Source: an optimization exercise on an open RTL-to-GDS flow (aim: small area, a short achievable clock period and few clock cycles per item). Production flows keep margins and buffers that such runs may drop. At most, simulation tests tie the RTL to the original design; equivalence was not proved. The RTL of runs 1 and 2 was laid out without a check of its function.

## flow/design.v (module list and top-level ports; edited modules follow where they fit)
// module fm_3d_fmul: 751 lines
// module fm_3d_frcp_rom: 26 lines
// module fm_3d_frcp: 291 lines
// module fm_3d_ru_span_setup: 459 lines
module fm_3d_ru_span_setup (
    clk_core,
    rst_x,
    i_valid,
    i_aa_mode,
    i_x_l,
    i_y_l,
    i_z_l,
    i_iw_l,
    i_param00_l,
    i_param01_l,
    i_param02_l,
    i_param03_l,
    i_param10_l,
    i_param11_l,
    i_param12_l,
    i_param13_l,
    i_x_r,
    i_y_r,
    i_z_r,
    i_iw_r,
    i_param00_r,
    i_param01_r,
    i_param02_r,
    i_param03_r,
    i_param10_r,
    i_param11_r,
    i_param12_r,
    i_param13_r,
    o_ack,
    i_param0_en,
    i_param1_en,
    i_param0_size,
    i_param1_size,
    o_idle,
    o_valid,
    o_aa_mode,
    o_kind,
    o_initial_val,
    o_step_val,
    o_delta_a,
    o_y,
    o_end_flag,
    o_end_x,
    i_busy
);
  // ...
==> flow/run.sh <==
#!/bin/bash
# synth_recipe.tcl (not shown) runs the flow's synth.tcl, then flattens the netlist and writes it again
# the make line also repeats each setting of config.mk as NAME=value (left out here)
make -C /OpenROAD-flow-scripts/flow DESIGN_CONFIG=/design/flow/config.mk WORK_HOME=/design/flow/orfs CLKGATE_MAP_FILE= SYNTH_SCRIPT=/design/flow/synth_recipe.tcl finish
==> flow/config.mk <==
export PLATFORM = sky130hd
export DESIGN_NAME = fm_3d_ru_span_setup
export DESIGN_NICKNAME = fm_3d_ru_span_setup
export VERILOG_FILES = /design/flow/design.v
export SDC_FILE = /design/flow/constraint.sdc
export NUM_CORES = 4
export LEC_CHECK = 0
export ABC_AREA = 1
export CAP_MARGIN = 20
export CORE_MARGIN = 2
export CORE_UTILIZATION = 40
export PLACE_DENSITY = 0.6
export SETUP_SLACK_MARGIN = 5
export SLEW_MARGIN = 20
==> flow/constraint.sdc <==
create_clock -name core_clock -period 10.0 [get_ports {clk_core}]
set_input_delay 2.0000 -clock core_clock [delete_from_list [all_inputs] [get_ports {clk_core}]]
set_output_delay 2.0000 -clock core_clock [all_outputs]
set_load 0.01 [all_outputs]
==> reports/metrics.yaml, run 1 <==
holdPathEnd: "r4_kind[0]"
n_all_buffers: 637
multi_input_area_share_pct: 43.2
r2r_start: "r3_diff[6]"
place_inst: 6812
viasPerCell: 5.13
grt_max_degree: 182
crit_start: "i_busy"
antenna_found_initial: 34
clkCellAreaFrac_pct: 4.01
root_buffer: "clkbuf_16"
final_common_cell: "nand2_1"
ctsResizeCount: 14
drc: 0
worstPathBufferInverterCount: 3
holdCritStartpoint: "r3_kind[0]"
worst_r2r_endpoint: "r4_dt[9]"
synth_seq_area_share_pct: 37.2
hold_slack_ps: 382
status: "finished clean"
worstHoldPathCells: 0
grt_pass1_wl_um: 221000
endpoint: "o_ack"
syn-mean-instance-area_um2: 8.29
rows: 118
nNetsFinal: 6492
==> run 2: changes to the inputs <==
==> flow/flow/run.sh (new file) <==
#!/bin/bash
# The standard layout (the standard.sh: ORFS synthesis to final layout),
# with the port buffers that placement inserts made the smallest buffer
# cell instead of ORFS's default choice; the resizer still upsizes them
# where timing needs it. Make's output goes to flow_make.log here; ORFS
# keeps each step's own log under orfs/logs/.
set -euo pipefail
bash standard.sh BUFFER_PORTS_ARGS="-buffer_cell sky130_fd_sc_hd__buf_1" finish > flow_make.log 2>&1
==> flow/standard.sh (new file) <==
#!/bin/bash
# synth_recipe.tcl (not shown) runs the flow's synth.tcl, then flattens the netlist and writes it again
# the make line also repeats each setting of config.mk as NAME=value (left out here)
make -C /OpenROAD-flow-scripts/flow DESIGN_CONFIG=/design/flow/config.mk WORK_HOME=/design/flow/orfs CLKGATE_MAP_FILE= SYNTH_SCRIPT=/design/flow/synth_recipe.tcl "${@:-finish}"
removed: flow/run.sh
==> run 2 against run 1 <==
Against the previous run:
- still clean on timing, DRC and antenna
- wire length decreased by 1.4%
- design area down 7.3%
- die area stayed put
- global-route usage decreased by 0.34 points
- worst hold slack improved by 31 ps
- critical endpoint unchanged
- highest routed layer unchanged
==> reports/metrics.yaml, run 2 <==
die-area_um2: 107000  # unchanged
biggestRegsByFlops: "r_ctx0 x31, r_ctx1 x31"  # unchanged
final_antenna_net_count: 0  # unchanged
synth-seq-cells: 523  # unchanged
core-area_um2: 104000  # unchanged
viasPerCell: 5.20  # was 5.13
critPathCaptureType: "output pin"  # unchanged
synth.most_common_cell: "nand2_1"  # unchanged
synth-edff-count: 495  # unchanged
worst_pin_slew_ps: 1110  # was 1120 ps
rows: 118  # unchanged
drive_gt1_share_pct: 4.80  # was 5.12%
cts_num_sinks: 523  # unchanged
post-route-util_pct: 45.7  # was 49.3%
layout_common_cells: "nand2_1 (1,391), inv_1 (870), buf_1 (566), edfxtp_1 (495), nand3_1 (295)"  # was nand2_1 (1,391), inv_1 (869), clkdlybuf4s50_1 (565), edfxtp_1 (495), nand3_1 (295)
clockBufferDepth: 3  # unchanged
numCtsBuffers: 59  # was 61
io_pins: 596  # unchanged
die_h_um: 327  # unchanged
root_buffer: "clkbuf_16"  # unchanged
slew_viol_final: 0  # unchanged
synth_seq_area_share_pct: 37.2  # unchanged
first_global_vias: 35605  # was 35.4k
clkTransAtPathRegs_ps: 60  # was 70 ps
wl_per_cell_um: 21.1  # was 21.4 µm
worst_r2r_endpoint: "r5_pl"  # was r4_dt[9]
setup_viol: 0  # unchanged
fin_crit_sh_pct: 49.5  # was 48.8%
grt_pass1_wl_um: 218000  # was 221,000 µm
rrSetupSlack_ps: 5240  # was 5270 ps
crit_start: "i_busy"  # unchanged
die_x_um: 327  # unchanged
yosys_warnings: 1  # unchanged
ys.flop_type: "edfxtp_1"  # unchanged
hold_violations: 0  # unchanged
drv_cap: 0  # unchanged
synth_top_area_cell: "edfxtp_1"  # unchanged
period_minus_slack_ps: 4950  # was 4880 ps
path_max_fanout: 30  # was 11
reg2regPathDepth: 14  # was 18
grt_setup_unrepaired: "yes"  # unchanged
synth_top_area_share_pct: 35.6  # unchanged
grt.busiest_layer: "met2"  # unchanged
status: "finished clean"  # unchanged
drt-initial-drc-count: 3058  # was 3,159
antenna_found_initial: 43  # was 34
dpl_cell_area_um2: 45000  # was 48,500 µm²
syn2layout_area_growth_pct: 13.4  # was 22.3%
slew-limit-headroom_pct: 26.1  # was 24.4%
postCtsHoldBufs: 0  # unchanged
fin_setup_tns_ps: 0  # unchanged
async_reset_ff_share_pct: 5.35  # unchanged
crit_type: "in -> out"  # unchanged
place.gp.congestion: 1.02  # was 0.956
setup_ws_ps: 5050  # was 5120 ps
grtUsageMet3_pct: 5.41  # was 4.48%
cts_tree: "built"  # unchanged
nNetsFinal: 6484  # was 6,492
clock_latency_ps: 690  # about the same
initial_core_util_pct: 40.3  # unchanged
stdcell_area_um2: 47400  # was 51,100 µm²
post-place-ws_ps: 4480  # was 4220 ps
syn_area_um2: 41800  # unchanged
holdCritStartpoint: "r5_init[7]"  # was r3_kind[0]
critPathArrivalTime_ps: 2950  # was 2880 ps
netlist_instances: 5040  # unchanged
synth.top_cells.by_count: "nand2_1 (1,394), inv_1 (872), edfxtp_1 (495), nand3_1 (295), nor2_1 (258)"  # unchanged
io_buffer_count: 567  # unchanged
grt_max_degree: 176  # was 182
wirelength_um: 147000  # was 150,000 µm
nFillCells: 10399  # was 10.0k
endpoint: "o_ack"  # unchanged
dpl.hpwl_um: 117000  # was 118,000 µm
cp_data_required_time_ps: 8000  # about the same
synth.area.top_cells: "edfxtp_1 (36%), nand2_1 (13%), fa_1 (11%)"  # unchanged
startpoint_type: "primary input"  # unchanged
synth_cell_type_count: 72  # unchanged
grt_overflow: 0  # unchanged
fmax_ghz: 0.202  # was 0.205 GHz
drc: 0  # unchanged
r2r_start: "r4_dt[12]"  # was r3_diff[6]
grt_usage_pct: 27.2  # was 27.5%
finalClockSkew_ps: 78.8  # was 59.7 ps
final_common_cell: "nand2_1"  # unchanged
syn-mean-instance-area_um2: 8.29  # unchanged
hold_path_class: "reg -> reg"  # unchanged
first_pass_iters: 5  # was 6
grtUsageMet2_pct: 44.3  # was 47.8%
cts-htree-levels: 2  # unchanged
globalRouteMet1Util_pct: 33.4  # was 32.7%
via_count: 36362  # was 35.9k
[run 2: layer usage]
layer / vias up / routed length [µm]
li1: 17376 / -
met1: 17285 / 58400
met2: 1379 / 68700
met3: 308 / 11000
met4: 14 / 9160
met5: - / 95
[run 2: worst min-delay path by stage]
stage          cells after the start    endpoint
2_1_floorplan                      0  r2_kind[0]
3_3_place_gp                       0  r4_kind[3]
3_5_place_dp                       0  r2_kind[1]
4_1_cts                            0    r4_dp[1]
5_1_grt                            0  r3_init[1]
6_report                           0  r6_init[7]
[run 2: cell families after synthesis]
logic type / synth area share (%)
simple gates: 21.1
buf+inv: 10.6
compound gates: 10.8
flops: 37.2
fa+ha+maj: 18.1
xor+xnor: 1.50
mux: 0.638
other cells: 0.00897
[run 2: cell type report]
type                    count  area [µm²]  area share [%]
well taps                1380        1730            3.64
clock inverters            47         495            1.05
flip-flops and latches    523       15600            32.8
inverters                 897        3380            7.13
multi-input cells        3415       22000            46.4
clock buffers              64        1500            3.16
repair buffers            633        2640            5.57
diodes                     36        90.1           0.190
[run 2: worst max-delay path: stages]
cell and delay [ps]:
buf_2 180, nand2_8 250, nand2_1 130, inv_1 110, buf_1 270
[run 2: metrics by stage]
stage	hold WS (ps)	std cells
2_1_floorplan	400	5058
3_3_place_gp	400	6816
3_5_place_dp	405	6816
4_1_cts	411	6930
5_1_grt	422	6987
6_report	413	6995
[run 2: repair_timing]
item	CTS	global route
buffers inserted	2	29
gates cloned	1	0
setup endpoints to repair	13	29
pin swaps	2	2
gates resized for setup	9	17
==> module fm_3d_ru_span_setup, before the edit <==
module fm_3d_ru_span_setup (
    clk_core,
    rst_x,
    i_valid,
    i_aa_mode,
    i_x_l,
    i_y_l,
    i_z_l,
    i_iw_l,
    i_param00_l,
    i_param01_l,
    i_param02_l,
    i_param03_l,
    i_param10_l,
    i_param11_l,
    i_param12_l,
    i_param13_l,
    i_x_r,
    i_y_r,
    i_z_r,
    i_iw_r,
    i_param00_r,
    i_param01_r,
    i_param02_r,
    i_param03_r,
    i_param10_r,
    i_param11_r,
    i_param12_r,
    i_param13_r,
    o_ack,
    i_param0_en,
    i_param1_en,
    i_param0_size,
    i_param1_size,
    o_idle,
    o_valid,
    o_aa_mode,
    o_kind,
    o_initial_val,
    o_step_val,
    o_delta_a,
    o_y,
    o_end_flag,
    o_end_x,
    i_busy
);
    input         clk_core;
    input         rst_x;
    input         i_valid;
    input         i_aa_mode;
    input  [20:0] i_x_l;
    input  [8:0]  i_y_l;
    input  [20:0] i_z_l;
    input  [20:0] i_iw_l;
    input  [20:0] i_param00_l;
    input  [20:0] i_param01_l;
    input  [20:0] i_param02_l;
    input  [20:0] i_param03_l;
    input  [20:0] i_param10_l;
    input  [20:0] i_param11_l;
    input  [20:0] i_param12_l;
    input  [20:0] i_param13_l;
    input  [20:0] i_x_r;
    input  [8:0]  i_y_r;
    input  [20:0] i_z_r;
    input  [20:0] i_iw_r;
    input  [20:0] i_param00_r;
    input  [20:0] i_param01_r;
    input  [20:0] i_param02_r;
    input  [20:0] i_param03_r;
    input  [20:0] i_param10_r;
    input  [20:0] i_param11_r;
    input  [20:0] i_param12_r;
    input  [20:0] i_param13_r;
    output        o_ack;
    input         i_param0_en;
    input         i_param1_en;
    input  [1:0]  i_param0_size;
    input  [1:0]  i_param1_size;
    output        o_idle;
    output        o_valid;
    output        o_aa_mode;
    output [3:0]  o_kind;
    output [21:0] o_initial_val;
    output [21:0] o_step_val;
    output [21:0] o_delta_a;
    output [8:0]  o_y;
    output        o_end_flag;
    output [20:0] o_end_x;
    input         i_busy;
    reg    [3:0]  r_idx;
    reg           r_last;       
    reg           r_p0en, r_p1en;
    reg    [1:0]  r_p0s, r_p1s;
    reg           r_pres;       
    reg    [30:0] r_ctx0, r_ctx1;
    reg           r_wp, r_rp;
    reg    [1:0]  r_cnt;
    wire          w_en;         
    wire          w_first = (r_idx == 4'd0);
    wire          w_pop;
    wire          w_room = (r_cnt != 2'd2) | w_pop;
    wire          w_issue = w_en & (w_first ? (i_valid & w_room) : 1'b1);
    assign o_ack = w_en & r_last;
    reg    [3:0]  w_nidx;
    reg           w_nlast;
    always @(*) begin
        w_nidx = r_idx + 4'd1;
        w_nlast = 1'b0;
        case (r_idx)
            4'd0: begin
                w_nidx = 4'd1;
                w_nlast = 1'b0;
            end
            4'd1: begin
                w_nidx = 4'd2;
                w_nlast = !r_p0en & !r_p1en;
            end
            4'd2: begin
                w_nidx = r_p0en ? 4'd3 : 4'd7;
                w_nlast = r_p0en ? ((r_p0s == 2'd0) & !r_p1en)
                                 : (r_p1s == 2'd0);
            end
            4'd3, 4'd4, 4'd5, 4'd6: begin
                if (r_idx[1:0] == (r_p0s + 2'd3)) begin
                    w_nidx = 4'd7;
                    w_nlast = (r_p1s == 2'd0);
                end else begin
                    w_nidx = r_idx + 4'd1;
                    w_nlast = ((r_idx[1:0] - 2'd2) == r_p0s) & !r_p1en;
                end
            end
            default: begin
                w_nidx = r_idx + 4'd1;
                w_nlast = ((r_idx[1:0] + 2'd2) == r_p1s);
            end
        endcase
        if (r_last) begin
            w_nidx = 4'd0;
            w_nlast = 1'b0;
        end
    end
    always @(posedge clk_core or negedge rst_x) begin
        if (~rst_x) begin
            r_idx <= 4'd0;
            r_last <= 1'b0;
        end else if (w_issue) begin
            r_idx <= w_nidx;
            r_last <= w_nlast;
        end
    end
    always @(posedge clk_core or negedge rst_x) begin
        if (~rst_x) begin
            r_p0en <= 1'b0;
            r_p1en <= 1'b0;
            r_p0s <= 2'd0;
            r_p1s <= 2'd0;
        end else if (w_issue & w_first) begin
            r_p0en <= i_param0_en;
            r_p1en <= i_param1_en;
            r_p0s <= i_param0_size;
            r_p1s <= i_param1_size;
        end
    end
    always @(posedge clk_core or negedge rst_x) begin
        if (~rst_x) r_pres <= 1'b0;
        else r_pres <= i_valid & !o_ack;
    end
    reg    [20:0] w_l, w_r;
    reg    [3:0]  w_kind;
    always @(*) begin
        case (r_idx)
            4'd0:    begin w_l = i_iw_l;      w_r = i_iw_r;      w_kind = 4'h3;  end
            4'd1:    begin w_l = i_x_l;       w_r = i_param13_r; w_kind = 4'h0;   end
            4'd2:    begin w_l = i_z_l;       w_r = i_z_r;       w_kind = 4'h2;   end
            4'd3:    begin w_l = i_param00_l; w_r = i_param00_r; w_kind = 4'h4; end
            4'd4:    begin w_l = i_param01_l; w_r = i_param01_r; w_kind = 4'h5; end
            4'd5:    begin w_l = i_param02_l; w_r = i_param02_r; w_kind = 4'h6; end
            4'd6:    begin w_l = i_param03_l; w_r = i_param03_r; w_kind = 4'h7; end
            4'd7:    begin w_l = i_param10_l; w_r = i_param10_r; w_kind = 4'h8; end
            4'd8:    begin w_l = i_param11_l; w_r = i_param11_r; w_kind = 4'h9; end
            4'd9:    begin w_l = i_param12_l; w_r = i_param12_r; w_kind = 4'ha; end
            default: begin w_l = i_param13_l; w_r = i_param13_r; w_kind = 4'hb; end
        endcase
    end
    reg           r1_valid, r1_end;
    reg    [3:0]  r1_kind;
    reg    [20:0] r1_l, r1_r;
    reg           r1_mag;
    reg           r1_xs;
    reg    [4:0]  r1_xe;
    reg    [4:0]  r1_xd;
    reg    [15:0] r1_xfb;
    reg    [15:0] r1_xfs;
    wire          w_xmag = (i_x_r <= i_x_l);
    wire   [20:0] w_xbig = w_xmag ? i_x_l : i_x_r;
    wire   [20:0] w_xsml = w_xmag ? i_x_r : i_x_l;
    always @(posedge clk_core or negedge rst_x) begin
        if (~rst_x) begin
            r1_valid <= 1'b0;
            r1_end <= 1'b0;
        end else if (w_en) begin
            r1_valid <= w_issue;
            r1_end <= r_last;
        end
    end
    always @(posedge clk_core) begin
        if (w_en) begin
            r1_kind <= w_kind;
            r1_l <= w_l;
            r1_r <= w_r;
            r1_mag <= (w_r <= w_l);
            r1_xs  <= w_xmag;
            r1_xe  <= w_xbig[20:16];
            r1_xd  <= w_xbig[20:16] - w_xsml[20:16];
            r1_xfb <= w_xbig[15:0];
            r1_xfs <= w_xsml[15:0];
        end
    end
    wire   [20:0] w_big = r1_mag ? r1_l : r1_r;
    wire   [20:0] w_sml = r1_mag ? r1_r : r1_l;
    wire   [4:0]  w_d = w_big[20:16] - w_sml[20:16];
    wire   [15:0] w_m = w_big[15:0] - (w_sml[15:0] >> w_d);
    wire          w_xfar = (r1_xd[4:1] != 4'd0);
    wire   [15:0] w_xmf = r1_xfb - (r1_xfs >> r1_xd);
    wire   [15:0] w_xmn = r1_xfb - (r1_xd[0] ? {1'b0, r1_xfs[15:1]} : r1_xfs);
    wire   [3:0]  w_xpn = f_prenc(w_xmn);
    reg           r2_valid, r2_end;
    reg    [3:0]  r2_kind;
    reg    [20:0] r2_init;
    reg           r2_s;
    reg    [4:0]  r2_e;
    reg    [15:0] r2_m;
    reg           r2_xs;
    reg    [4:0]  r2_xe;
    reg    [15:0] r2_xm;
    reg    [3:0]  r2_xp;
    always @(posedge clk_core or negedge rst_x) begin
        if (~rst_x) begin
            r2_valid <= 1'b0;
            r2_end <= 1'b0;
        end else if (w_en) begin
            r2_valid <= r1_valid;
            r2_end <= r1_end;
        end
    end
    always @(posedge clk_core) begin
        if (w_en) begin
            r2_kind <= r1_kind;
            r2_init <= r1_l;
            r2_s <= r1_mag;
            r2_e <= w_big[20:16];
            r2_m <= w_m;
            r2_xs <= r1_xs;
            r2_xe <= r1_xe;
            r2_xm <= w_xfar ? w_xmf : w_xmn;
            r2_xp <= w_xfar ? {3'd0, !w_xmf[15]} : w_xpn;
        end
    end
    wire   [21:0] w_dp = f_norm(r2_s, r2_e, r2_m, f_prenc(r2_m));
    wire   [21:0] w_dx = f_norm(r2_xs, r2_xe, r2_xm, r2_xp);
    wire   [31:0] w_rom;
    fm_3d_frcp_rom frcp_rom (
        .i_a(w_dx[14:8]),
        .o_c(w_rom)
    );
    wire          w_xz = (w_dx[20:16] == 5'h0);
    wire          w_cf15 = (w_dx[14:1] == 14'h0);
    wire   [4:0]  w_ce = 5'h1e - w_dx[20:16];
    reg           r3_valid, r3_end;
    reg    [3:0]  r3_kind;
    reg    [20:0] r3_init;
    reg    [21:0] r3_dp;
    reg    [15:0] r3_base;
    reg    [8:0]  r3_diff;
    reg    [7:0]  r3_fl;
    reg           r3_xs;
    reg    [4:0]  r3_tce;
    reg           r3_tz;
    reg           r3_cf15;
    reg           r3_da;
    always @(posedge clk_core or negedge rst_x) begin
        if (~rst_x) begin
            r3_valid <= 1'b0;
            r3_end <= 1'b0;
        end else if (w_en) begin
            r3_valid <= r2_valid;
            r3_end <= r2_end;
        end
    end
    always @(posedge clk_core) begin
        if (w_en) begin
            r3_kind <= r2_kind;
            r3_init <= r2_init;
            r3_dp <= w_dp;
            r3_base <= w_rom[31:16];
            r3_diff <= w_rom[8:0];
            r3_fl <= w_dx[7:0];
            r3_xs <= w_dx[21];
            r3_tce <= w_cf15 ? w_ce : (w_ce - 5'd1);
            r3_tz <= w_xz | (w_cf15 ? (w_ce == 5'd0) : (w_ce[4:1] == 4'd0));
            r3_cf15 <= w_cf15;
            r3_da <= !w_xz;
        end
    end
    wire   [24:0] w_rs, w_rc;
    fm_3d_frcp frcp (
        .i_base(r3_base),
        .i_diff(r3_diff),
        .i_fl(r3_fl),
        .o_s(w_rs),
        .o_c(w_rc)
    );
    wire   [24:0] w_rt = w_rs + w_rc;
    wire   [15:0] w_tf = r3_cf15 ? 16'h8000 : {w_rt[23:9], 1'b0};
    reg           r4_valid, r4_end;
    reg    [3:0]  r4_kind;
    reg    [20:0] r4_init;
    reg    [21:0] r4_dp;
    reg    [21:0] r4_dt;
    reg           r4_da;
    always @(posedge clk_core or negedge rst_x) begin
        if (~rst_x) begin
            r4_valid <= 1'b0;
            r4_end <= 1'b0;
        end else if (w_en) begin
            r4_valid <= r3_valid;
            r4_end <= r3_end;
        end
    end
    always @(posedge clk_core) begin
        if (w_en) begin
            r4_kind <= r3_kind;
            r4_init <= r3_init;
            r4_dp <= r3_dp;
            r4_dt <= r3_tz ? 22'h0 : {r3_xs, r3_tce, w_tf};
            r4_da <= r3_da;
        end
    end
    wire   [5:0]  w_ea = r4_dp[20:16] + r4_dt[20:16];
    wire   [5:0]  w_eo = w_ea - 6'd15;
    wire   [4:0]  w_pe = (w_ea < 6'd15) ? 5'h00 :
                         (w_eo[5])      ? 5'h1f : w_eo[4:0];
    wire   [31:0] w_ps, w_pc;
    fm_3d_fmul fmul (
        .i_a(r4_dp[15:0]),
        .i_b(r4_dt[15:0]),
        .o_s(w_ps),
        .o_c(w_pc)
    );
    wire   [15:0] w_plo = {1'b0, w_ps[14:0]} + {1'b0, w_pc[14:0]};
    reg           r5_valid, r5_end;
    reg    [3:0]  r5_kind;
    reg    [20:0] r5_init;
    reg    [16:0] r5_ps, r5_pc;
    reg           r5_pl;
    reg    [4:0]  r5_ce;
    reg           r5_s;
    reg           r5_da;
    always @(posedge clk_core or negedge rst_x) begin
        if (~rst_x) begin
            r5_valid <= 1'b0;
            r5_end <= 1'b0;
        end else if (w_en) begin
            r5_valid <= r4_valid;
            r5_end <= r4_end;
        end
    end
    always @(posedge clk_core) begin
        if (w_en) begin
            r5_kind <= r4_kind;
            r5_init <= r4_init;
            r5_ps <= w_ps[31:15];
            r5_pc <= w_pc[31:15];
            r5_pl <= w_plo[15];
            r5_ce <= w_pe;
            r5_s <= r4_dp[21] ^ r4_dt[21];
            r5_da <= r4_da;
        end
    end
    wire   [16:0] w_c2 = r5_ps + r5_pc + {16'd0, r5_pl};
    wire   [4:0]  w_se = w_c2[16] ? (r5_ce + {4'd0, (r5_ce != 5'h1f)}) : r5_ce;
    wire          w_sz = (w_c2 == 17'd0) | (w_se == 5'd0);
    wire   [15:0] w_sf = w_c2[16] ? w_c2[16:1] : w_c2[15:0];
    reg           r6_valid, r6_end;
    reg    [3:0]  r6_kind;
    reg    [20:0] r6_init;
    reg    [21:0] r6_step;
    reg           r6_da;
    always @(posedge clk_core or negedge rst_x) begin
        if (~rst_x) begin
            r6_valid <= 1'b0;
            r6_end <= 1'b0;
        end else if (w_en) begin
            r6_valid <= r5_valid;
            r6_end <= r5_end;
        end
    end
    always @(posedge clk_core) begin
        if (w_en) begin
            r6_kind <= r5_kind;
            r6_init <= r5_init;
            r6_step <= w_sz ? 22'h0 : {r5_s, w_se, w_sf};
            r6_da <= r5_da;
        end
    end
    assign w_en = !(r6_valid & i_busy);
    assign w_pop = r6_valid & r6_end & !i_busy;
    wire          w_push = w_issue & w_first;
    always @(posedge clk_core or negedge rst_x) begin
        if (~rst_x) begin
            r_wp <= 1'b0;
            r_rp <= 1'b0;
            r_cnt <= 2'd0;
        end else begin
            if (w_push) r_wp <= !r_wp;
            if (w_pop) r_rp <= !r_rp;
            r_cnt <= r_cnt + {1'b0, w_push} - {1'b0, w_pop};
        end
    end
    always @(posedge clk_core) begin
        if (w_push & !r_wp) r_ctx0 <= {i_aa_mode, i_x_r, i_y_l};
        if (w_push &  r_wp) r_ctx1 <= {i_aa_mode, i_x_r, i_y_l};
    end
    wire   [30:0] w_ctx = r_rp ? r_ctx1 : r_ctx0;
    assign o_valid = r6_valid;
    assign o_end_flag = r6_end;
    assign o_kind = r6_kind;
    assign o_initial_val = {1'b0, r6_init};
    assign o_step_val = r6_step;
    assign o_delta_a = r6_da ? 22'h0e8000 : 22'h0;
    assign o_aa_mode = w_ctx[30];
    assign o_end_x = w_ctx[29:9];
    assign o_y = w_ctx[8:0];
    assign o_idle = !(r_pres | (r_cnt != 2'd0));
    function [3:0] f_prenc;
        input [15:0] m;
        integer k;
        begin
            f_prenc = 4'hf;
            for (k = 1; k <= 15; k = k + 1)
                if (m[k]) f_prenc = 15 - k;
        end
    endfunction
    function [21:0] f_norm;
        input        s;
        input [4:0]  e;
        input [15:0] m;
        input [3:0]  pe;
        reg   [5:0]  ne;
        begin
            ne = {1'b0, e} - {2'b0, pe};
            if ((m == 16'h0) | ne[5] | (ne[4:0] == 5'h0))
                f_norm = 22'h0;
            else
                f_norm = {s, ne[4:0], m << pe};
        end
    endfunction
endmodule
==> run 3: changes to the inputs <==
--- a/flow/design.v
+++ b/flow/design.v
@@ -1265,2 +1265,4 @@
     wire   [20:0] w_xsml = w_xmag ? i_x_r : i_x_l;
+    wire   [4:0]  w_xdlr = i_x_l[20:16] - i_x_r[20:16];
+    wire   [4:0]  w_xdrl = i_x_r[20:16] - i_x_l[20:16];
     always @(posedge clk_core or negedge rst_x) begin
@@ -1282,3 +1284,3 @@
             r1_xe  <= w_xbig[20:16];
-            r1_xd  <= w_xbig[20:16] - w_xsml[20:16];
+            r1_xd  <= w_xmag ? w_xdlr : w_xdrl;
             r1_xfb <= w_xbig[15:0];
@@ -1289,3 +1291,5 @@
     wire   [20:0] w_sml = r1_mag ? r1_r : r1_l;
-    wire   [4:0]  w_d = w_big[20:16] - w_sml[20:16];
+    wire   [4:0]  w_dlr = r1_l[20:16] - r1_r[20:16];
+    wire   [4:0]  w_drl = r1_r[20:16] - r1_l[20:16];
+    wire   [4:0]  w_d = r1_mag ? w_dlr : w_drl;
     wire   [15:0] w_m = w_big[15:0] - (w_sml[15:0] >> w_d);
--- a/flow/config.mk
+++ b/flow/config.mk
@@ -10,4 +10,5 @@
 export CORE_MARGIN = 2
-export CORE_UTILIZATION = 40
-export PLACE_DENSITY = 0.6
+export CORE_UTILIZATION = 55
+export CTS_BUF_LIST = sky130_fd_sc_hd__clkbuf_4 sky130_fd_sc_hd__clkbuf_8
+export PLACE_DENSITY = 0.65
 export SETUP_SLACK_MARGIN = 5
==> run 3 against run 2 <==
Against the previous run:
- still clean
- non-clock buffer count rose by 1
- first-iteration DRC count rose by 27%
- highest routed layer unchanged
==> reports/metrics.yaml, run 3 <==
status: "finished clean"  # unchanged
hold_path_class: "reg -> reg"  # unchanged
worst_pin_slew_ps: 1170  # was 1110 ps
cts_tree: "built"  # unchanged
fmax_ghz: 0.209  # was 0.202 GHz
dpl.hpwl_um: 116000  # was 117,000 µm
wirelength_um: 146000  # was 147,000 µm
rows: 101  # was 118
die-area_um2: 78200  # was 107,000 µm²
final_cells: 6640  # was 6,995
antenna_found_initial: 39  # was 43
grt_setup_unrepaired: "no"  # was yes
crit_chain: "inv_1 -> ha_1 -> inv_1 -> nor2_4 -> buf_4 -> nor2_1 -> nand2_1 -> nor2_1 -> inv_1 -> nor2_4 -> clkinvlp_4 -> nand3b_1 -> o21ai_0 -> ha_1 -> nand2_1 -> inv_1 -> nand2_1 -> o221ai_1 -> nand4_1 -> nand3_1 -> o41ai_1"  # was buf_2 -> nand2_8 -> nand2_1 -> inv_1 -> buf_1
crit_type: "reg -> reg"  # was in -> out
crit_family: "simple AND/OR/NAND/NOR gates"  # was buffers and inverters
synth_cell_type_count: 66  # was 72
slew_viol_final: 0  # unchanged
final_antenna_net_count: 0  # unchanged
worstPathBufferInverterCount: 6  # was 3
drc: 0  # unchanged
numCtsBuffers: 86  # was 59
hold_violations: 0  # unchanged
grt_usage_pct: 36.8  # was 27.2%
async_reset_ff_share_pct: 5.35  # unchanged
synth_seq_area_share_pct: 37.2  # about the same
root_buffer: "clkbuf_8"  # was clkbuf_16
ys.flop_type: "edfxtp_1"  # unchanged
place_inst: 6411  # was 6,816
path_max_fanout: 41  # was 30
cp_data_required_time_ps: 10480  # was 8000 ps
clock_latency_ps: 750  # was 690 ps
core-area_um2: 75600  # was 104,000 µm²
nNetsFinal: 6524  # was 6,484
clockBufferDepth: 3  # unchanged
first_global_vias: 34904  # was 35.6k
finalClockSkew_ps: 55.3  # was 78.8 ps
clkTransAtPathRegs_ps: 60  # about the same
biggestRegsByFlops: "r_ctx0 x31, r_ctx1 x31"  # unchanged
ff_latch_area_um2: 15600  # unchanged
drt-initial-drc-count: 3871  # was 3,058
crit_path_top_delay_cell: "dfrtp_1"  # was buf_1
drive_gt1_share_pct: 5.33  # was 4.80%
wl_per_cell_um: 22.0  # was 21.1 µm
final_common_cell: "nand2_1"  # unchanged
synth.area.top_cells: "edfxtp_1 (36%), nand2_1 (12%), fa_1 (12%)"  # was edfxtp_1 (36%), nand2_1 (13%), fa_1 (11%)
synth-seq-cells: 523  # unchanged
startpoint_type: "flop"  # was primary input
cts_num_sinks: 523  # unchanged
cp_common_cell: "inv_1"
period_minus_slack_ps: 4780  # was 4950 ps
grt_max_degree: 87  # was 176
grt_pass1_wl_um: 213000  # was 218,000 µm
yosys_warnings: 1  # unchanged
netlist_instances: 5036  # was 5,040
via_count: 36995  # was 36.4k
slew-limit-headroom_pct: 21.1  # was 26.1%
io_pins: 596  # unchanged
synth_top_area_share_pct: 35.6  # about the same
syn_area_um2: 41800  # about the same
synth-edff-count: 495  # unchanged
synth.most_common_cell: "nand2_1"  # unchanged
nFillCells: 6852  # was 10.4k
first_pass_iters: 6  # was 5
die_x_um: 280  # was 327 µm
synth_top_area_cell: "edfxtp_1"  # unchanged
place.gp.congestion: 1.01  # was 1.02
fin_setup_tns_ps: 0  # unchanged
syn2layout_area_growth_pct: 11.7  # was 13.4%
io_buffer_count: 567  # unchanged
critPathCaptureType: "flop"  # was output pin
initial_core_util_pct: 55.3  # was 40.3%
syn-mean-instance-area_um2: 8.30  # was 8.29 µm²
synth.top_cells.by_count: "nand2_1 (1,379), inv_1 (910), edfxtp_1 (495), o21ai_0 (276), nand3_1 (263)"  # was nand2_1 (1,394), inv_1 (872), edfxtp_1 (495), nand3_1 (295), nor2_1 (258)
drv_cap: 0  # unchanged
viasPerCell: 5.57  # was 5.20
critPathArrivalTime_ps: 5260  # was 2950 ps
setup_viol: 0  # unchanged
layout_common_cells: "nand2_1 (1,378), inv_1 (907), buf_1 (566), edfxtp_1 (495), o21ai_0 (267)"  # was nand2_1 (1,391), inv_1 (870), buf_1 (566), edfxtp_1 (495), nand3_1 (295)
critPathMaxStageDelay_ps: 490  # was 270 ps
multi_input_area_um2: 21900  # was 22,000 µm²
postCtsHoldBufs: 0  # unchanged
cts-htree-levels: 3  # was 2
fin_crit_sh_pct: 47.8  # was 49.5%
die_h_um: 280  # was 327 µm
grt_overflow: 0  # unchanged
[run 3: cell count changes after synthesis, moves of 9 or more]
| cell | change |
|---|---|
| nand2_1 | -15 |
| o21ai_0 | +30 |
| a21oi_1 | -11 |
| o21ai_1 | -21 |
| nand3_1 | -32 |
| buf_2 | -9 |
| o211ai_1 | +17 |
| inv_1 | +38 |
[run 3: timing repair]
action	in CTS	in global routing
gates cloned	0	2
endpoints found under the setup margin	8	19
buffers inserted	2	32
pin swaps	0	1
resized for setup	10	20
[run 3: metrics by stage]
step                      hold WS [ps]  setup slack [ps]  utilization [%]  area [µm²]
after CTS                          389              4880             61.2       46300
after global placement             400              4670             58.9       44500
final                              391              5220             61.8       46700
after floorplan                    400              5150                -       41900
after global routing               400              5000             61.8       46700
after detailed placement           405              4620             58.9       44500
[run 3: cells by family (layout without fill, tap and decap cells)]
logic type | Yosys count | after routing | share of synthesized area (%)
AOI/OAI and AO/OA | 750 | 750 | 11.1
xor gates and xnor gates | 69 | 69 | 1.45
adders and majority gates | 476 | 476 | 18.6
buffers and inverters | 1144 | 1715 | 10.8
DFF | 523 | 523 | 37.2
muxes | 25 | 25 | 0.620
other | 1 | 56 | 0.00897
and+or+nand+nor | 2048 | 2048 | 20.2
[run 3: routing by layer]
layer,vias to the layer above,track usage (%),part of all wire (%)
met1,17297,44.9,38
met4,6,27.7,8.1
met3,429,6.67,8.3
met2,1834,58.5,46
li1,17429,-,-
met5,-,0,0.026
[run 3: final timing paths]
kind | to | from | cells after the start | slack (ps)
hold / removal | r4_dp[7] | r3_dp[7] | 0 | 390
hold reg to reg | r4_dp[7] | r3_dp[7] | 0 | 390
max in group asynchronous | r_p1s[1] | rst_x | 1 | 8170
min in group asynchronous | r_wp | rst_x | 1 | 1320
setup / recovery | r1_mag | r_idx[0] | 21 | 5220
setup reg to reg | r1_mag | r_idx[0] | 21 | 5220
[run 3: layout make-up]
cell class              count  area share (%)
repair buffers            634            5.64
flip-flops and latches    523            33.3
diodes                     37           0.198
inverters                 923            7.45
well taps                 978            2.62
repair inverters            2          0.0268
clock buffers             110            2.92
clock inverters            46           0.833
multi-input cells        3387            47.0
Testbench counts of run 3, summed over its fixed seeds: cycles 37,798, spans 4,800.
==> run 4: changes to the inputs <==
==> flow/run.sh (new file) <==
#!/bin/bash
# synth_recipe.tcl (not shown) runs the flow's synth.tcl, then flattens the netlist and writes it again
# the make line also repeats each setting of config.mk as NAME=value (left out here)
make -C /OpenROAD-flow-scripts/flow DESIGN_CONFIG=/design/flow/config.mk WORK_HOME=/design/flow/orfs CLKGATE_MAP_FILE= SYNTH_SCRIPT=/design/flow/synth_recipe.tcl finish
--- a/flow/config.mk
+++ b/flow/config.mk
@@ -10,5 +10,5 @@
 export CORE_MARGIN = 2
-export CORE_UTILIZATION = 55
+export CORE_UTILIZATION = 40
 export CTS_BUF_LIST = sky130_fd_sc_hd__clkbuf_4 sky130_fd_sc_hd__clkbuf_8
-export PLACE_DENSITY = 0.65
+export PLACE_DENSITY = 0.6
 export SETUP_SLACK_MARGIN = 5
removed: flow/flow/run.sh
removed: flow/standard.sh
==> run 4 against run 3 <==
Against the previous run:
- critical path depth is 16 lower
- die area is 37% higher
- fmax is 1.8% lower
- clock skew is 11 ps higher
- via count is 2.4% lower
- cell count is 6.1% higher
- non-clock buffer count is 14 higher
- highest routed layer unchanged
==> reports/metrics.yaml, run 4 <==
period_minus_slack_ps: 4870  # was 4780 ps
rrSetupSlack_ps: 5280  # was 5220 ps
fmax_ghz: 0.205  # was 0.209 GHz
synth-compound-area-share_pct: 11.1  # unchanged
clock_latency_ps: 730  # was 750 ps
crit_chain: "clkdlybuf4s15_2 -> nand2_8 -> nand2_1 -> inv_2 -> clkbuf_2"  # was inv_1 -> ha_1 -> inv_1 -> nor2_4 -> buf_4 -> nor2_1 -> nand2_1 -> nor2_1 -> inv_1 -> nor2_4 -> clkinvlp_4 -> nand3b_1 -> o21ai_0 -> ha_1 -> nand2_1 -> inv_1 -> nand2_1 -> o221ai_1 -> nand4_1 -> nand3_1 -> o41ai_1
synth_top_area_cell: "edfxtp_1"  # unchanged
synthAdderAreaFrac_pct: 18.6  # unchanged
fin_setup_tns_ps: 0  # unchanged
io_pins: 596  # unchanged
cp_data_required_time_ps: 8000  # was 10,480 ps
crit_family: "buffers and inverters"  # was simple AND/OR/NAND/NOR gates
worst_pin_slew_ps: 1130  # was 1170 ps
grt_usage_pct: 29.3  # was 36.8%
layout_common_cells: "nand2_1 (1,377), inv_1 (904), clkdlybuf4s50_1 (564), edfxtp_1 (495), o21ai_0 (271)"  # was nand2_1 (1,378), inv_1 (907), buf_1 (566), edfxtp_1 (495), o21ai_0 (267)
cts_tree: "built"  # unchanged
wl_per_cell_um: 22.6  # was 22.0 µm
synth-seq-cells: 523  # unchanged
synthMuxAreaShare_pct: 0.620  # unchanged
viasPerCell: 5.13  # was 5.57
setup_ws_ps: 5130  # was 5220 ps
biggestRegsByFlops: "r_ctx0 x31, r_ctx1 x31"  # unchanged
grt_max_degree: 165  # was 87
hold_slack_ps: 376  # was 391 ps
wirelength_um: 159000  # was 146,000 µm
ys.flop_type: "edfxtp_1"  # unchanged
cp.depth: 5  # was 21
syn_area_um2: 41800  # unchanged
core-area_um2: 104000  # was 75,600 µm²
holdCritStartpoint: "r3_init[13]"  # was r3_dp[7]
r2r_start: "r3_fl[0]"  # was r_idx[0]
synth_top_area_share_pct: 35.6  # unchanged
synth.area.top_cells: "edfxtp_1 (36%), nand2_1 (12%), fa_1 (12%)"  # unchanged
worstHoldPathCells: 0  # unchanged
numCtsBuffers: 92  # was 86
critPathArrivalTime_ps: 2870  # was 5260 ps
drt-initial-drc-count: 2369  # was 3,871
stdcell_area_um2: 51100  # was 46,700 µm²
critPathCaptureType: "output pin"  # was flop
crit_type: "in -> out"  # was reg -> reg
hold_violations: 0  # unchanged
grt_pass1_wl_um: 232000  # was 213,000 µm
postCtsHoldBufs: 0  # unchanged
worst_r2r_endpoint: "r4_dt[9]"  # was r1_mag
synth-edff-count: 495  # unchanged
place.gp.congestion: 0.975  # was 1.01
holdPathEnd: "r4_init[13]"  # was r4_dp[7]
syn-mean-instance-area_um2: 8.30  # unchanged
slew-limit-headroom_pct: 24.9  # was 21.1%
dpl_cell_area_um2: 48600  # was 44,500 µm²
yosys_warnings: 1  # unchanged
io_buffer_count: 567  # unchanged
nNetsFinal: 6547  # was 6,524
rows: 118  # was 101
synth_top_family_by_area: "simple AND/OR/NAND/NOR gates"  # unchanged
synth_cell_type_count: 66  # unchanged
grt_overflow: 0  # unchanged
finalClockSkew_ps: 66.8  # was 55.3 ps
reg2regPathDepth: 21  # unchanged
async_reset_ff_share_pct: 5.35  # unchanged
syn2layout_area_growth_pct: 22.3  # was 11.7%
die_x_um: 327  # was 280 µm
hold_path_class: "reg -> reg"  # unchanged
fin_crit_sh_pct: 48.7  # was 47.8%
synth_xor_area_share_pct: 1.45  # unchanged
root_buffer: "clkbuf_8"  # unchanged
post-place-ws_ps: 3790  # was 4620 ps
initial_core_util_pct: 40.3  # was 55.3%
via_count: 36125  # was 37.0k
yosys.area_share.simple_pct: 20.2  # unchanged
cts-htree-levels: 3  # unchanged
drive_gt1_share_pct: 5.94  # was 5.33%
die-area_um2: 107000  # was 78,200 µm²
dpl.hpwl_um: 127000  # was 116,000 µm
synth.most_common_cell: "nand2_1"  # unchanged
die_h_um: 327  # was 280 µm
drv_cap: 0  # unchanged
status: "finished clean"  # unchanged
clockBufferDepth: 3  # unchanged
antenna_found_initial: 27  # was 39
crit_path_top_delay_cell: "clkdlybuf4s15_2"  # was dfrtp_1
cts_num_sinks: 523  # unchanged
setup_viol: 0  # unchanged
path_max_fanout: 6  # was 41
grt_setup_unrepaired: "yes"  # was no
final_antenna_net_count: 0  # unchanged
startpoint_type: "primary input"  # was flop
netlist_instances: 5036  # unchanged
nFillCells: 10167  # was 6,852
first_pass_iters: 5  # was 6
critPathMaxStageDelay_ps: 330  # was 490 ps
final_common_cell: "nand2_1"  # unchanged
first_global_vias: 36046  # was 34.9k
clkTransAtPathRegs_ps: 60  # about the same
drc: 0  # unchanged
synth.top_cells.by_count: "nand2_1 (1,379), inv_1 (910), edfxtp_1 (495), o21ai_0 (276), nand3_1 (263)"  # unchanged
synth_seq_area_share_pct: 37.2  # unchanged
worstPathBufferInverterCount: 3  # was 6
slew_viol_final: 0  # unchanged
run 4: worst max-delay path by stage:
stage          startpoint        end
2_1_floorplan      i_busy  r_ctx0[0]
3_3_place_gp       i_busy      o_ack
3_5_place_dp       i_busy      o_ack
4_1_cts            i_busy      o_ack
5_1_grt          r3_fl[0]   r4_dt[9]
6_report           i_busy      o_ack
run 4: through the flow:
stage	utilization [%]	instances
after global placement	46.9	6813
after global routing	49.3	7045
after floorplan	-	5054
final	49.3	7048
after detailed placement	46.9	6813
after CTS	48.9	6988
run 4: layout make-up:
cell class                      instances  area (µm²)  area share [%]
Tap cell                             1380        1730            3.38
Antenna cell                           12        30.0          0.0588
Sequential cell                       523       15600            30.5
Timing Repair Buffer                  648        6300            12.3
Inverter                              923        3490            6.83
Clock inverter                         49         467           0.913
Multi-Input combinational cell       3389       22000            43.1
Timing Repair inverter                  3        20.0          0.0392
Clock buffer                          121        1490            2.92
run 4: logic make-up after synthesis:
family | count (synthesis)
DFF | 523
other | 1
buffers and inverters | 1144
muxes | 25
and+or+nand+nor | 2048
AOI/OAI and AO/OA | 750
xor gates and xnor gates | 69
adders and majority gates | 476
run 4: per-layer routing:
layer	share of wire [%]	track usage (%)	wire length [µm]
met5	0.061	0	97
met1	41	36.5	65500
met2	49	50.5	78500
met4	4.1	12.1	6530
met3	5.3	4.78	8400
run 4: repair_timing:
| action | in CTS | in global routing |
|---|---|---|
| gates resized for setup | 18 | 26 |
| cloned | 4 | 1 |
| endpoints found under the setup margin | 55 | 32 |
| pin swaps | 2 | 3 |
| buffers inserted | 1 | 47 |
==> run 5: changes to the inputs <==
==> flow/flow/run.sh (new file) <==
#!/bin/bash
# The standard layout (the standard.sh: ORFS synthesis to final layout)
# with two changes to how it is built:
#  - the port buffers that placement inserts are the smallest buffer cell
#    instead of ORFS's default choice (the resizer still upsizes them where
#    timing needs it);
#  - clock tree synthesis runs with ORFS's usual arguments and buffer list
#    but without dummy loads.
# Make's output goes to flow_make.log here; ORFS keeps each step's own log
# under orfs/logs/.
set -euo pipefail
bash standard.sh \
  BUFFER_PORTS_ARGS="-buffer_cell sky130_fd_sc_hd__buf_1" \
  CTS_ARGS="-sink_clustering_enable -repair_clock_nets -dont_use_dummy_load -buf_list {sky130_fd_sc_hd__clkbuf_4 sky130_fd_sc_hd__clkbuf_8}" \
  finish > flow_make.log 2>&1
==> flow/standard.sh (new file) <==
#!/bin/bash
# synth_recipe.tcl (not shown) runs the flow's synth.tcl, then flattens the netlist and writes it again
# the make line also repeats each setting of config.mk as NAME=value (left out here)
make -C /OpenROAD-flow-scripts/flow DESIGN_CONFIG=/design/flow/config.mk WORK_HOME=/design/flow/orfs CLKGATE_MAP_FILE= SYNTH_SCRIPT=/design/flow/synth_recipe.tcl "${@:-finish}"
--- a/flow/config.mk
+++ b/flow/config.mk
@@ -10,5 +10,5 @@
 export CORE_MARGIN = 2
-export CORE_UTILIZATION = 40
+export CORE_UTILIZATION = 55
 export CTS_BUF_LIST = sky130_fd_sc_hd__clkbuf_4 sky130_fd_sc_hd__clkbuf_8
-export PLACE_DENSITY = 0.6
+export PLACE_DENSITY = 0.65
 export SETUP_SLACK_MARGIN = 5
removed: flow/run.sh
==> run 5 against run 4 <==
Against the previous run:
- still clean
- core utilization increased by 12 points
- count of clock-buffer cells in the layout decreased by 35
- fmax increased by 2.2%
- worst hold slack improved by 8.5 ps
==> reports/metrics.yaml, run 5 <==
status: "finished clean"  # unchanged
die_h_um: 280  # was 327 µm
grt_usage_pct: 36.8  # was 29.3%
slew_viol_final: 0  # unchanged
place_inst: 6411  # was 6,813
cp_data_required_time_ps: 10430  # was 8000 ps
wl_per_cell_um: 22.3  # was 22.6 µm
setup_viol: 0  # unchanged
first_global_vias: 34739  # was 36.0k
clockBufferDepth: 3  # unchanged
hold_path_class: "reg -> reg"  # unchanged
fin_crit_sh_pct: 47.6  # was 48.7%
async_reset_ff_share_pct: 5.35  # unchanged
clock_latency_ps: 730  # about the same
synth.most_common_cell: "nand2_1"  # unchanged
drt-initial-drc-count: 3778  # was 2,369
io_buffer_count: 567  # unchanged
synth_top_area_cell: "edfxtp_1"  # unchanged
first_pass_iters: 6  # was 5
worst_pin_slew_ps: 1110  # was 1130 ps
final_common_cell: "nand2_1"  # unchanged
postCtsHoldBufs: 0  # unchanged
slew-limit-headroom_pct: 26.0  # was 24.9%
grt_setup_unrepaired: "no"  # was yes
fin_setup_tns_ps: 0  # unchanged
grt_overflow: 0  # unchanged
synth_top_area_share_pct: 35.6  # unchanged
cts_tree: "built"  # unchanged
route.met3.wl_um: 13200  # was 8400 µm
syn_area_um2: 41800  # unchanged
finalClockSkew_ps: 87.1  # was 66.8 ps
routed-wl-met2_um: 67300  # was 78,500 µm
startpoint_type: "flop"  # was primary input
numCtsBuffers: 86  # was 92
synth-seq-cells: 523  # unchanged
biggestRegsByFlops: "r_ctx0 x31, r_ctx1 x31"  # unchanged
final_antenna_net_count: 0  # unchanged
netlist_instances: 5036  # unchanged
die_x_um: 280  # was 327 µm
synth-edff-count: 495  # unchanged
via_count: 37073  # was 36.1k
grt_pass1_wl_um: 213000  # was 232,000 µm
io_pins: 596  # unchanged
root_buffer: "clkbuf_8"  # unchanged
antenna_found_initial: 42  # was 27
critPathArrivalTime_ps: 5190  # was 2870 ps
clkTransAtPathRegs_ps: 60  # about the same
period_minus_slack_ps: 4760  # was 4870 ps
final_cells: 6573  # was 7,048
core-area_um2: 75600  # was 104,000 µm²
synth_seq_area_share_pct: 37.2  # unchanged
routed.top_layer: "met5"  # unchanged
synth_cell_type_count: 66  # unchanged
drive_gt1_share_pct: 4.54  # was 5.94%
wirelength_um: 147000  # was 159,000 µm
nNetsFinal: 6524  # was 6,547
crit_type: "reg -> reg"  # was in -> out
dpl.hpwl_um: 116000  # was 127,000 µm
yosys_warnings: 1  # unchanged
cts_num_sinks: 523  # unchanged
drc: 0  # unchanged
place.gp.congestion: 1.01  # was 0.975
synth.area.top_cells: "edfxtp_1 (36%), nand2_1 (12%), fa_1 (12%)"  # unchanged
syn2layout_area_growth_pct: 10.4  # was 22.3%
hold_violations: 0  # unchanged
initial_core_util_pct: 55.3  # was 40.3%
critPathCaptureType: "flop"  # was output pin
rows: 101  # was 118
ys.flop_type: "edfxtp_1"  # unchanged
die-area_um2: 78200  # was 107,000 µm²
syn-mean-instance-area_um2: 8.30  # unchanged
synth.top_cells.by_count: "nand2_1 (1,379), inv_1 (910), edfxtp_1 (495), o21ai_0 (276), nand3_1 (263)"  # unchanged
cts-htree-levels: 3  # unchanged
path_max_fanout: 41  # was 6
layout_common_cells: "nand2_1 (1,378), inv_1 (907), buf_1 (566), edfxtp_1 (495), o21ai_0 (267)"  # was nand2_1 (1,377), inv_1 (904), clkdlybuf4s50_1 (564), edfxtp_1 (495), o21ai_0 (271)
grt_max_degree: 87  # was 165
viasPerCell: 5.64  # was 5.13
fmax_ghz: 0.210  # was 0.205 GHz
met1_length_um: 54300  # was 65,500 µm
drv_cap: 0  # unchanged
run 5: cell counts after synthesis:
No cell type changed its count.
run 5: logic make-up (layout without fill, tap and decap cells):
logic type | after synthesis | in the layout | share of synthesized area [%]
and+or+nand+nor | 2048 | 2048 | 20.2
buffers and inverters | 1144 | 1645 | 10.8
AOI/OAI and AO/OA | 750 | 750 | 11.1
DFF | 523 | 523 | 37.2
adders and majority gates | 476 | 476 | 18.6
xor gates and xnor gates | 69 | 69 | 1.45
muxes | 25 | 25 | 0.620
other | 1 | 59 | 0.00897
run 5: cell type report:
cell class | count | area (µm²)
timing repair buffer | 634 | 2630
inverter | 923 | 3480
timing repair inverter | 2 | 12.5
antenna | 40 | 100
sequential | 523 | 15600
multi-input combinational | 3387 | 21900
clock buffer | 86 | 1180
fill | 6901 | 29400
tap | 978 | 1220
run 5: stage by stage:
stage | util, % | instance area (µm²) | setup WS, ps | hold slack, ps
finish | 61.0 | 46100 | 5240 | 385
detailed placement | 58.9 | 44500 | 4620 | 405
global placement | 58.9 | 44500 | 4670 | 400
CTS | 60.5 | 45700 | 5050 | 381
floorplan | - | 41900 | 5150 | 400
global route | 61.0 | 46100 | 4970 | 390
run 5: timing repair:
item / CTS / global route
cloned: 1 / 1
pin swaps: 0 / 1
endpoints found under the hold margin: 0 / 0
setup endpoints to repair: 8 / 19
buffers inserted: 2 / 32
gates resized for setup: 14 / 15
run 5: worst paths after layout:
| check | from | endpoint | slack (ps) | cells past startpoint |
|---|---|---|---|---|
| min in group asynchronous | rst_x | r_wp | 1340 | 1 |
| max reg2reg | r_idx[0] | r1_mag | 5240 | 21 |
| min | r3_dp[7] | r4_dp[7] | 380 | 0 |
| max in group asynchronous | rst_x | r_p1s[1] | 8110 | 1 |
| min reg2reg | r3_dp[7] | r4_dp[7] | 380 | 0 |
| max | r_idx[0] | r1_mag | 5240 | 21 |
run 5: critical path, stage by stage, from the launching register on:
cell        delay, ps
dfrtp_1           480
inv_1             130
ha_1              240
inv_1             210
nor2_4             60
buf_4             300
nor2_1            400
nand2_1           130
nor2_1            170
inv_1             120
nor2_4            330
clkinvlp_4        390
nand3b_1          220
o21ai_0           240
ha_1              390
nand2_1            70
inv_1              80
nand2_1            60
o221ai_1          210
nand4_1           110
nand3_1            90
o41ai_1            70
run 5: routing by layer:
metal / GRT usage (%) / up-vias
li1: - / 17365
met1: 44.9 / 17373
met2: 58.3 / 1916
met3: 6.87 / 413
met4: 27.6 / 6
met5: 0 / -
==> run 6: changes to the inputs <==
==> flow/flow/run.sh (replaced) <==
#!/bin/bash
# The standard layout (the standard.sh: ORFS synthesis to final layout)
# with these changes to how it is built:
#  - after the standard synthesis, fapol.py flips the polarity of full
#    adders in the synthesized netlist where that removes inverters
#    (a full adder is self-dual); registers and their names are untouched;
#  - the port buffers that placement inserts are the smallest buffer cell
#    instead of ORFS's default choice (the resizer still upsizes them where
#    timing needs it);
#  - clock tree synthesis runs with ORFS's usual arguments and buffer list
#    but without dummy loads.
# Each tool's output goes to a log file here: flow_synth.log,
# flow_fapol.log and flow_make.log; ORFS keeps each step's own log under
# orfs/logs/.
set -euo pipefail
ARGS=(
  BUFFER_PORTS_ARGS="-buffer_cell sky130_fd_sc_hd__buf_1"
  CTS_ARGS="-sink_clustering_enable -repair_clock_nets -dont_use_dummy_load -buf_list {sky130_fd_sc_hd__clkbuf_4 sky130_fd_sc_hd__clkbuf_8}"
)
RES=orfs/results/${FLOW_PLATFORM:-sky130hd}/fm_3d_ru_span_setup/base
bash standard.sh "${ARGS[@]}" synth > flow_synth.log 2>&1
python3 flow/fapol.py $RES/1_2_yosys.v > flow_fapol.log 2>&1
rm -f $RES/1_synth.odb $RES/1_synth.sdc
bash standard.sh "${ARGS[@]}" finish > flow_make.log 2>&1
==> flow/flow/fapol.py (new file) <==
#!/usr/bin/env python3
"""Full-adder polarity clean-up on ORFS's synthesized netlist (1_2_yosys.v).

Yosys's extract_fa often maps a full adder with inverted inputs and outputs,
leaving chains such as fa -> inv -> fa.  A full adder is self-dual:
FA(~a, ~b, ~c) = (~sum, ~cout).  Flipping a full adder's polarity therefore
removes the inverters on its inputs and outputs and adds one wherever a
signal of the old polarity is still needed.  This script flips full adders
greedily while that lowers the inverter count, then removes inverter pairs.
The netlist's function, registers and names of existing nets are unchanged.

usage: fapol.py NETLIST   (rewritten in place; a copy is kept as NETLIST.orig)
"""
import re
import shutil
import sys

OUT_PINS = {'X', 'Y', 'Q', 'Q_N', 'SUM', 'COUT', 'HI', 'LO'}
INV = 'sky130_fd_sc_hd__inv_1'


def is_inv(typ):
    return typ.startswith('sky130_fd_sc_hd__inv_') or typ.startswith('sky130_fd_sc_hd__clkinv_')


def is_fa(typ):
    return re.match(r'sky130_fd_sc_hd__fa_\d+$', typ) is not None


def main(path):
    text = open(path).read()
    first = re.search(r'^\s*sky130_fd_sc_hd__\w+\s+\S+\s*\(', text, re.M)
    end = text.rindex('endmodule')
    header, body, footer = text[:first.start()], text[first.start():end], text[end:]
    cells = {}
    order = []
    for m in re.finditer(r'(sky130_fd_sc_hd__\w+)\s+(\S+)\s*\((.*?)\);', body, re.S):
        typ, name, conn = m.group(1), m.group(2), m.group(3)
        pins = [(p, n.strip()) for p, n in re.findall(r'\.(\w+)\(([^()]*)\)', conn)]
        cells[name] = [typ, pins]
        order.append(name)
    # ports: nets that leave or enter the module
    ports = set()
    for m in re.finditer(r'^\s*(input|output|inout)\s+(\[(\d+):(\d+)\]\s+)?(\S+?)\s*;', header, re.M):
        base = m.group(5)
        if m.group(2):
            hi, lo = int(m.group(3)), int(m.group(4))
            for i in range(min(hi, lo), max(hi, lo) + 1):
                ports.add('%s[%d]' % (base, i))
        else:
            ports.add(base)

    drv = {}
    loads = {}

    def rebuild():
        drv.clear()
        loads.clear()
        for c, (typ, pins) in cells.items():
            for p, n in pins:
                if p in OUT_PINS:
                    drv[n] = c
                else:
                    loads.setdefault(n, []).append((c, p))

    rebuild()
    counter = [0]
    new_wires = []

    def fresh():
        counter[0] += 1
        n = 'fapol_n%d' % counter[0]
        new_wires.append(n)
        return n

    def pin(c, p):
        for q, n in cells[c][1]:
            if q == p:
                return n
        raise KeyError(p)

    def setpin(c, p, net):
        old = pin(c, p)
        cells[c][1] = [(q, net if q == p else n) for q, n in cells[c][1]]
        if p in OUT_PINS:
            if drv.get(old) == c:
                del drv[old]
            drv[net] = c
        else:
            loads[old].remove((c, p))
            loads.setdefault(net, []).append((c, p))

    def inv_of(n):
        """an existing inverter whose input is n"""
        for c, p in loads.get(n, []):
            if is_inv(cells[c][0]):
                return c
        return None

    def add_inv(a, y):
        counter[0] += 1
        name = 'fapol_i%d' % counter[0]
        cells[name] = [INV, [('A', a), ('Y', y)]]
        order.append(name)
        drv[y] = name
        loads.setdefault(a, []).append((name, 'A'))
        return name

    def del_cell(c):
        for p, n in cells[c][1]:
            if p in OUT_PINS:
                if drv.get(n) == c:
                    del drv[n]
            else:
                loads[n].remove((c, p))
        del cells[c]

    def gain(f):
        g = 0
        ins = [pin(f, p) for p in ('A', 'B', 'CIN')]
        for n in set(ins):
            k = ins.count(n)
            d = drv.get(n)
            if d is not None and is_inv(cells[d][0]):
                if len(loads.get(n, [])) == k and n not in ports:
                    g += 1
            elif inv_of(n) is None:
                g -= 1
        for p in ('SUM', 'COUT'):
            o = pin(f, p)
            need = o in ports
            for c, q in loads.get(o, []):
                if is_inv(cells[c][0]) and pin(c, 'Y') not in ports:
                    g += 1
                else:
                    need = True
            if need:
                g -= 1
        return g

    def flip(f):
        for p in ('A', 'B', 'CIN'):
            n = pin(f, p)
            d = drv.get(n)
            if d is not None and is_inv(cells[d][0]):
                setpin(f, p, pin(d, 'A'))
                if not loads.get(n) and n not in ports:
                    del_cell(d)
            else:
                j = inv_of(n)
                if j is None:
                    y = fresh()
                    j = add_inv(n, y)
                setpin(f, p, pin(j, 'Y'))
        for p in ('SUM', 'COUT'):
            o = pin(f, p)
            o2 = fresh()
            setpin(f, p, o2)
            need = o in ports
            for c, q in list(loads.get(o, [])):
                y = pin(c, 'Y') if is_inv(cells[c][0]) else None
                if y is not None and y not in ports:
                    for c2, q2 in list(loads.get(y, [])):
                        setpin(c2, q2, o2)
                    del_cell(c)
                else:
                    need = True
            if need:
                add_inv(o2, o)

    before = sum(1 for c in cells if is_inv(cells[c][0]))
    fas = [c for c in order if is_fa(cells[c][0])]
    flips = 0
    while True:
        best, bg = None, 0
        for f in fas:
            g = gain(f)
            if g > bg:
                best, bg = f, g
        if best is None:
            break
        flip(best)
        flips += 1
    # inverter pairs: y = ~~x
    changed = True
    while changed:
        changed = False
        for c in list(cells):
            if c not in cells or not is_inv(cells[c][0]):
                continue
            a, y = pin(c, 'A'), pin(c, 'Y')
            d = drv.get(a)
            if d is None or not is_inv(cells[d][0]) or y in ports:
                continue
            x = pin(d, 'A')
            for c2, q2 in list(loads.get(y, [])):
                setpin(c2, q2, x)
            del_cell(c)
            if not loads.get(a) and a not in ports:
                del_cell(d)
            changed = True
    after = sum(1 for c in cells if is_inv(cells[c][0]))
    used = set()
    for c in cells:
        for p, n in cells[c][1]:
            used.add(n)
    shutil.copyfile(path, path + '.orig')
    out = [header.rstrip('\n') + '\n']
    for n in new_wires:
        if n in used:
            out.append('  wire %s;\n' % n)
    for c in order:
        if c not in cells:
            continue
        typ, pins = cells[c]
        out.append('  %s %s (\n%s\n  );\n' % (typ, c, ',\n'.join('    .%s(%s)' % (p, n + ' ' if n.startswith('\\') else n) for p, n in pins)))
    out.append(footer)
    open(path, 'w').write(''.join(out))
    print('fapol: %d flips, inverters %d -> %d' % (flips, before, after))


if __name__ == '__main__':
    main(sys.argv[1])
--- a/flow/config.mk
+++ b/flow/config.mk
@@ -10,5 +10,5 @@
 export CORE_MARGIN = 2
-export CORE_UTILIZATION = 55
+export CORE_UTILIZATION = 68
 export CTS_BUF_LIST = sky130_fd_sc_hd__clkbuf_4 sky130_fd_sc_hd__clkbuf_8
-export PLACE_DENSITY = 0.65
+export PLACE_DENSITY = 0.75
 export SETUP_SLACK_MARGIN = 5
==> run 6 against run 5 <==
Against the previous run:
- still clean
- non-clock buffer count grew 1
- synthesized cell count shrank 7.0%
- core utilization grew 15 points
- area after synthesis shrank 3.2%
- critical path type is now in -> out
- critical endpoint is now o_ack
- highest routed layer unchanged
==> reports/metrics.yaml, run 6 <==
wl_per_cell_um: 24.2  # was 22.3 µm
crit_start: "i_busy"  # was r_idx[0]
final_common_cell: "nand2_1"  # unchanged
slew_viol_final: 0  # unchanged
critPathMaxStageDelay_ps: 270  # was 480 ps
fmax_ghz: 0.203  # was 0.210 GHz
critPathCaptureType: "output pin"  # was flop
die_x_um: 248  # was 280 µm
via_count: 37902  # was 37.1k
slew-limit-headroom_pct: 13.7  # was 26.0%
rows: 89  # was 101
clockBufferDepth: 3  # unchanged
hold_violations: 0  # unchanged
grt_pass1_wl_um: 211000  # was 213,000 µm
crit_chain: "buf_1 -> nand2_8 -> nand2_1 -> inv_1 -> buf_1"  # was inv_1 -> ha_1 -> inv_1 -> nor2_4 -> buf_4 -> nor2_1 -> nand2_1 -> nor2_1 -> inv_1 -> nor2_4 -> clkinvlp_4 -> nand3b_1 -> o21ai_0 -> ha_1 -> nand2_1 -> inv_1 -> nand2_1 -> o221ai_1 -> nand4_1 -> nand3_1 -> o41ai_1
core-area_um2: 58900  # was 75,600 µm²
first_pass_iters: 9  # was 6
fin_crit_sh_pct: 49.4  # was 47.6%
cp_data_required_time_ps: 8000  # was 10,430 ps
drt-initial-drc-count: 5260  # was 3,778
setup_viol: 0  # unchanged
place.gp.congestion: 1.12  # was 1.01
dpl_cell_area_um2: 42900  # was 44,500 µm²
die_h_um: 248  # was 280 µm
io_buffer_count: 567  # unchanged
grt_usage_pct: 46.9  # was 36.8%
final_antenna_net_count: 0  # unchanged
hold_path_class: "reg -> reg"  # unchanged
syn2layout_area_growth_pct: 10.1  # was 10.4%
r2r_start: "r_idx[0]"  # unchanged
wirelength_um: 146000  # was 147,000 µm
place_inst: 5856  # was 6,411
critPathArrivalTime_ps: 2940  # was 5190 ps
drv_cap: 0  # unchanged
numCtsBuffers: 86  # unchanged
grt_max_degree: 90  # was 87
crit_path_top_delay_cell: "buf_1"  # was dfrtp_1
status: "finished clean"  # unchanged
nNetsFinal: 6172  # was 6,524
post-route-util_pct: 75.7  # was 61.0%
cts_num_sinks: 523  # unchanged
cts_tree: "built"  # unchanged
worst_pin_slew_ps: 1290  # was 1110 ps
root_buffer: "clkbuf_8"  # unchanged
finalClockSkew_ps: 64.9  # was 87.1 ps
==> run 6: changes by cell type in the layout (fill, tap and decap cells not counted), moves of 2 or more <==
cell | before | now
clkinv_2 | 2 | 0
nor2_1 | 241 | 243
inv_4 | 0 | 2
buf_4 | 67 | 62
o21ai_0 | 267 | 269
nand2_1 | 1378 | 1376
clkinvlp_4 | 4 | 2
buf_6 | 0 | 4
nand2_2 | 12 | 14
inv_1 | 907 | 557
==> run 6: what timing repair did <==
| item | in CTS | in global routing |
|---|---|---|
| endpoints found under the setup margin | 51 | 205 |
| setup buffers | 1 | 32 |
| gates cloned | 0 | 1 |
| pin swaps | 0 | 2 |
| resized for setup | 10 | 20 |
==> run 6: worst reg2reg max path, delay by kind of cell (launching register included) <==
kind | cells | cell delay (ps)
simple gates | 8 | 1560
buf+inv | 6 | 1120
compound gates | 3 | 950
fa+ha+maj | 2 | 570
flops | 1 | 500
==> run 6: area by class of cell <==
cell class	instances	area [µm²]
inverter	571	2150
timing repair buffer	635	2670
tap	773	967
multi-input combinational	3387	21900
sequential	523	15600
antenna	41	103
clock buffer	86	1180
timing repair inverter	1	7.51
fill	4302	14300
==> run 6: through the flow <==
stage               setup WS [ps]  hold slack, ps
floorplan                    5150             400
global placement             4360             400
detailed placement           4240             405
CTS                          5020             407
global route                 4850             405
finish                       5060             410
==> run 6: metal layers <==
layer,share of wire (%),up-vias,GRT usage (%)
met4,9.2,14,35.6
met2,43,3018,69.5
met1,33,17496,55.9
li1,-,16641,-
met3,15,733,16.6
met5,0.23,-,3.58
==> run 6: worst paths after layout <==
check / endpoint / slack (ps) / cells past startpoint
max: o_ack / 5060 / 5
min: r4_init[12] / 410 / 0
max reg2reg: r1_mag / 5110 / 19
max in group asynchronous: r_cnt[0] / 8410 / 2
min reg2reg: r4_init[12] / 410 / 0
min in group asynchronous: r5_end / 1310 / 2

re-timing with driven ports:
No port has a modelled driver above. Below, the same layouts with a new extraction and two added sets of constraints.
Step 1: set_driving_cell puts a clkbuf_16 on clk_core and a buf_2 on each other input, an assumption about the parent block.
Step 2 times the ports against the registers' clock, not the clock port: input delays grow and output delays shrink by t, the midpoint of the rising clock arrivals with the driver on.
a / b / c = no drivers / after step 1 / after step 2; a / b = the first two.
| run | t, ns | setup WS [ns] | worst register clock-pin slew, ns |
|---|---|---|---|
| run 1 | 0.739 | 5.122 / 5.045 / 4.423 | 0.07 / 0.07 |
| run 2 | 0.736 | 5.049 / 4.976 / 4.636 | 0.07 / 0.07 |
| run 3 | 0.787 | 5.220 / 5.220 / 4.724 | 0.07 / 0.07 |
| run 4 | 0.776 | 5.130 / 5.071 / 4.738 | 0.06 / 0.06 |
| run 5 | 0.754 | 5.237 / 5.237 / 4.748 | 0.07 / 0.07 |
| run 6 | 0.746 | 5.063 / 5.008 / 4.768 | 0.06 / 0.06 |
After both steps every run listed still meets setup and hold. The setup slack of run 1, which loses most, moves by -0.077 ns with the drivers and by -0.699 ns with both steps.
